From an optimization exercise on the open Yosys and OpenROAD flow, aimed at small area; shortcuts taken in it are not production practice. The RTL was checked by simulation tests, not by an equivalence proof against the original design. Power figures rest on the tool's default switching activity, not on a simulated workload.

Setup of run 1:
Design top, start of the top module:
module top(
	input clk,
	input rst,
	output stop,
	input rx,
	output [7:0]segment_h,
	output [7:0]segment_l,
	output pul1,
	output pul2,
	output dir1,
	output dir2,
	output led1,
	output led2,
	output led3
);
export LEC_CHECK = 0
export ABC_AREA = 1
export CAP_MARGIN = 20
export CORE_MARGIN = 2
export CORE_UTILIZATION = 75
export SLEW_MARGIN = 20
create_clock -name core_clock -period 16.0 [get_ports {clk}]
standard.sh (not shown) runs the stock make flow with config.mk's settings and CLKGATE_MAP_FILE= SYNTH_SCRIPT=/design/flow/synth_recipe.tcl, a recipe that flattens the netlist after the stock synthesis.
==> flow/flow/run.sh <==
#!/bin/bash
# The standard layout (standard.sh) with these changes:
#  - synthesis maps adders and comparators with Yosys's default ripple
#    structures: no Kogge-Stone carry lookahead (SYNTH_OPERATIONS_ARGS set)
#    and no separate half/full adder cells (ADDER_MAP_FILE empty)
#  - then the logic between the registers is mapped again with a stronger
#    ABC area script (flow/reopt.ys); the registers, their names and cell
#    types stay those of the standard synthesis
#  - clock tree: one buffer type and no dummy loads
#  - the smallest buffer on the ports
# Logs: synth.log and own.log (make), reopt.log (yosys), orfs/logs (each step).
set -euo pipefail
export CTS_ARGS="-sink_clustering_enable -repair_clock_nets -buf_list sky130_fd_sc_hd__clkbuf_4 -root_buf sky130_fd_sc_hd__clkbuf_8 -dont_use_dummy_load"
export BUFFER_PORTS_ARGS="-buffer_cell sky130_fd_sc_hd__buf_1"
sed 's|CLKGATE_MAP_FILE= |CLKGATE_MAP_FILE= ADDER_MAP_FILE= SYNTH_OPERATIONS_ARGS=-noshare |' standard.sh > own.sh
grep -q 'ADDER_MAP_FILE= SYNTH_OPERATIONS_ARGS=-noshare' own.sh
bash own.sh synth > synth.log 2>&1
R=orfs/results/sky130hd/top/base
YOSYS=${YOSYS_EXE:-$FLOW_HOME/../tools/install/yosys/bin/yosys}
cp "$FLOW_HOME/platforms/sky130hd/lib/sky130_fd_sc_hd__tt_025C_1v80.lib" lib.lib
python3 flow/genfunc.py lib.lib cells_func.v > genfunc.log 2>&1
cp $R/1_2_yosys.v reopt_in.v
"$YOSYS" -s flow/reopt.ys > reopt.log 2>&1
cp reopt_out.v $R/1_2_yosys.v
rm -f $R/1_synth.odb
bash own.sh > own.log 2>&1
rm -f lib.lib
Other scripts of this flow, unchanged in this note and not shown: flow/flow/genfunc.py, flow/flow/reopt.ys
Here is what was changed in the inputs of run 2 compared with run 1.
diff --git a/flow/config.mk b/flow/config.mk
--- a/flow/config.mk
+++ b/flow/config.mk
@@ -9 +9 @@
-export CAP_MARGIN = 20
+export CAP_MARGIN = 0
@@ -11,2 +11,2 @@
-export CORE_UTILIZATION = 75
-export SLEW_MARGIN = 20
+export CORE_UTILIZATION = 72
+export SLEW_MARGIN = 0
Run 2 vs run 1 on final critical path time including I/O delays and setup: run 2 is the higher one.
From run 2 to run 1, number of nets in the final layout did not move at all.
The clock-buffer cell count on run 2 is in line with that on run 1.
Of run 2 and run 1, run 2 shows the higher measured slew at the worst slew-check pin, with run 1 below it.
From run 1 to run 2 the numbers moved as follows: width of the die increased by about 2% relative to the old numbers; sequential portion of the cell area held; instance area after placement barely changed; largest net degree at the start of global routing fell by about 20%.
The run with more setup slack is run 1; run 2 has less.
Run 2 ends up with a register-to-register slack that is 0.74 ns lower than in run 1.
A highest-delay cell along the critical path of sky130_fd_sc_hd__dfrtp_1 is what run 1 shows, while sky130_fd_sc_hd__nor4_2 belongs to run 2.
Relative to run 2, the following input files were edited for run 3:
diff --git a/flow/flow/run.sh b/flow/flow/run.sh
--- a/flow/flow/run.sh
+++ b/flow/flow/run.sh
@@ -13 +13 @@
-export CTS_ARGS="-sink_clustering_enable -repair_clock_nets -buf_list sky130_fd_sc_hd__clkbuf_4 -root_buf sky130_fd_sc_hd__clkbuf_8 -dont_use_dummy_load"
+export CTS_ARGS="-sink_clustering_enable -repair_clock_nets -buf_list sky130_fd_sc_hd__clkbuf_8 -root_buf sky130_fd_sc_hd__clkbuf_8 -dont_use_dummy_load"
diff --git a/flow/config.mk b/flow/config.mk
--- a/flow/config.mk
+++ b/flow/config.mk
@@ -9 +9 @@
-export CAP_MARGIN = 0
+export CAP_MARGIN = 20
@@ -11,2 +11,2 @@
-export CORE_UTILIZATION = 72
-export SLEW_MARGIN = 0
+export CORE_UTILIZATION = 65
+export SLEW_MARGIN = 20
==> comparison <==
Run 2 → run 3: critical path depth increased 4.9%; maximum number of pins on one net before global-route repair decreased 17; largest fanout on the critical path increased 4; fmax increased about 9%. In the reports for run 3 and run 2, the larger global routing usage summed across all routing layers belongs to run 2. Run 3 has completed all stages; timing, DRC and antenna checks passed. Relative to run 2, the wire length measured on run 3 has decreased by a few percent. Higher setup slack was reported by run 3, not run 2. Die: run 3 bigger than run 2. Delta (run 3 minus run 2): worst hold slack decreased by 0.028 ns relative to the old numbers; power increased by 7.6% relative to the old numbers.

---

top again, from the RTL that the note above started with.
export LEC_CHECK = 0
export ABC_AREA = 1
export CAP_MARGIN = 20
export CORE_MARGIN = 2
export CORE_UTILIZATION = 72
export SLEW_MARGIN = 20
create_clock -name core_clock -period 16.0 [get_ports {clk}]
==> flow/flow/run.sh <==
#!/bin/bash
# The standard layout (standard.sh) with these changes:
#  - synthesis maps adders and comparators with Yosys's default ripple
#    structures: no Kogge-Stone carry lookahead (SYNTH_OPERATIONS_ARGS set)
#    and no separate half/full adder cells (ADDER_MAP_FILE empty)
#  - then the logic between the registers is mapped again with a stronger
#    ABC area script (flow/reopt.ys); the registers, their names and cell
#    types stay those of the standard synthesis
#  - clock tree: one buffer type and no dummy loads
#  - the smallest buffer on the ports
# Logs: synth.log and own.log (make), reopt.log (yosys), orfs/logs (each step).
set -euo pipefail
export CTS_ARGS="-sink_clustering_enable -repair_clock_nets -buf_list sky130_fd_sc_hd__clkbuf_4 -root_buf sky130_fd_sc_hd__clkbuf_8 -dont_use_dummy_load"
export BUFFER_PORTS_ARGS="-buffer_cell sky130_fd_sc_hd__buf_1"
sed 's|CLKGATE_MAP_FILE= |CLKGATE_MAP_FILE= ADDER_MAP_FILE= SYNTH_OPERATIONS_ARGS=-noshare |' standard.sh > own.sh
grep -q 'ADDER_MAP_FILE= SYNTH_OPERATIONS_ARGS=-noshare' own.sh
bash own.sh synth > synth.log 2>&1
R=orfs/results/sky130hd/top/base
YOSYS=${YOSYS_EXE:-$FLOW_HOME/../tools/install/yosys/bin/yosys}
cp "$FLOW_HOME/platforms/sky130hd/lib/sky130_fd_sc_hd__tt_025C_1v80.lib" lib.lib
python3 flow/genfunc.py lib.lib cells_func.v > genfunc.log 2>&1
cp $R/1_2_yosys.v reopt_in.v
"$YOSYS" -s flow/reopt.ys > reopt.log 2>&1
cp reopt_out.v $R/1_2_yosys.v
rm -f $R/1_synth.odb
bash own.sh > own.log 2>&1
rm -f lib.lib
Other scripts of this flow, unchanged in this note and not shown: flow/flow/genfunc.py, flow/flow/reopt.ys
==> next run, changes <==
CORE_UTILIZATION = 78   (was 72)
What happened: The new run completed with no timing, DRC or antenna violations. Design area barely changes. Combinational power fell by a few percent. Clock power is about the same. Cell count fell slightly. Clock skew barely changes. Total power fell slightly. Sequential share of layout area barely changes. Critical path depth rose by 2. Area after synthesis does not change.

==> re-timing with driven ports <==
No port has a modelled driver above. Below, the same layouts with a new extraction and two added sets of constraints. Step 1 (the two cells are an assumption about what drives the block):
set clk [get_ports {clk}]
set_driving_cell -lib_cell sky130_fd_sc_hd__clkbuf_16 $clk
set_driving_cell -lib_cell sky130_fd_sc_hd__buf_2 [delete_from_list [all_inputs] $clk]
Step 2 times the ports against the registers' clock, not the clock port: input delays grow and output delays shrink by t, the midpoint of the rising clock arrivals with the driver on. Three values: ideal, step 1, step 2; two values: the first two.
| run | t, ns | setup WS [ns] | worst slew at a driven data input, ns |
|---|---|---|---|
| run 1 | 0.431 | 6.761 / 6.761 / 6.761 | 0.03 |
| run 2 | 0.448 | 6.017 / 6.017 / 6.017 | 0.03 |
| run 3 | 0.457 | 6.844 / 6.844 / 6.844 | 0.03 |
| the first run of note 2 | 0.448 | 6.510 / 6.510 / 6.510 | 0.03 |
| the second run of note 2 | 0.446 | 6.845 / 6.845 / 6.845 | 0.03 |
After both steps setup and hold are still met in every run listed.
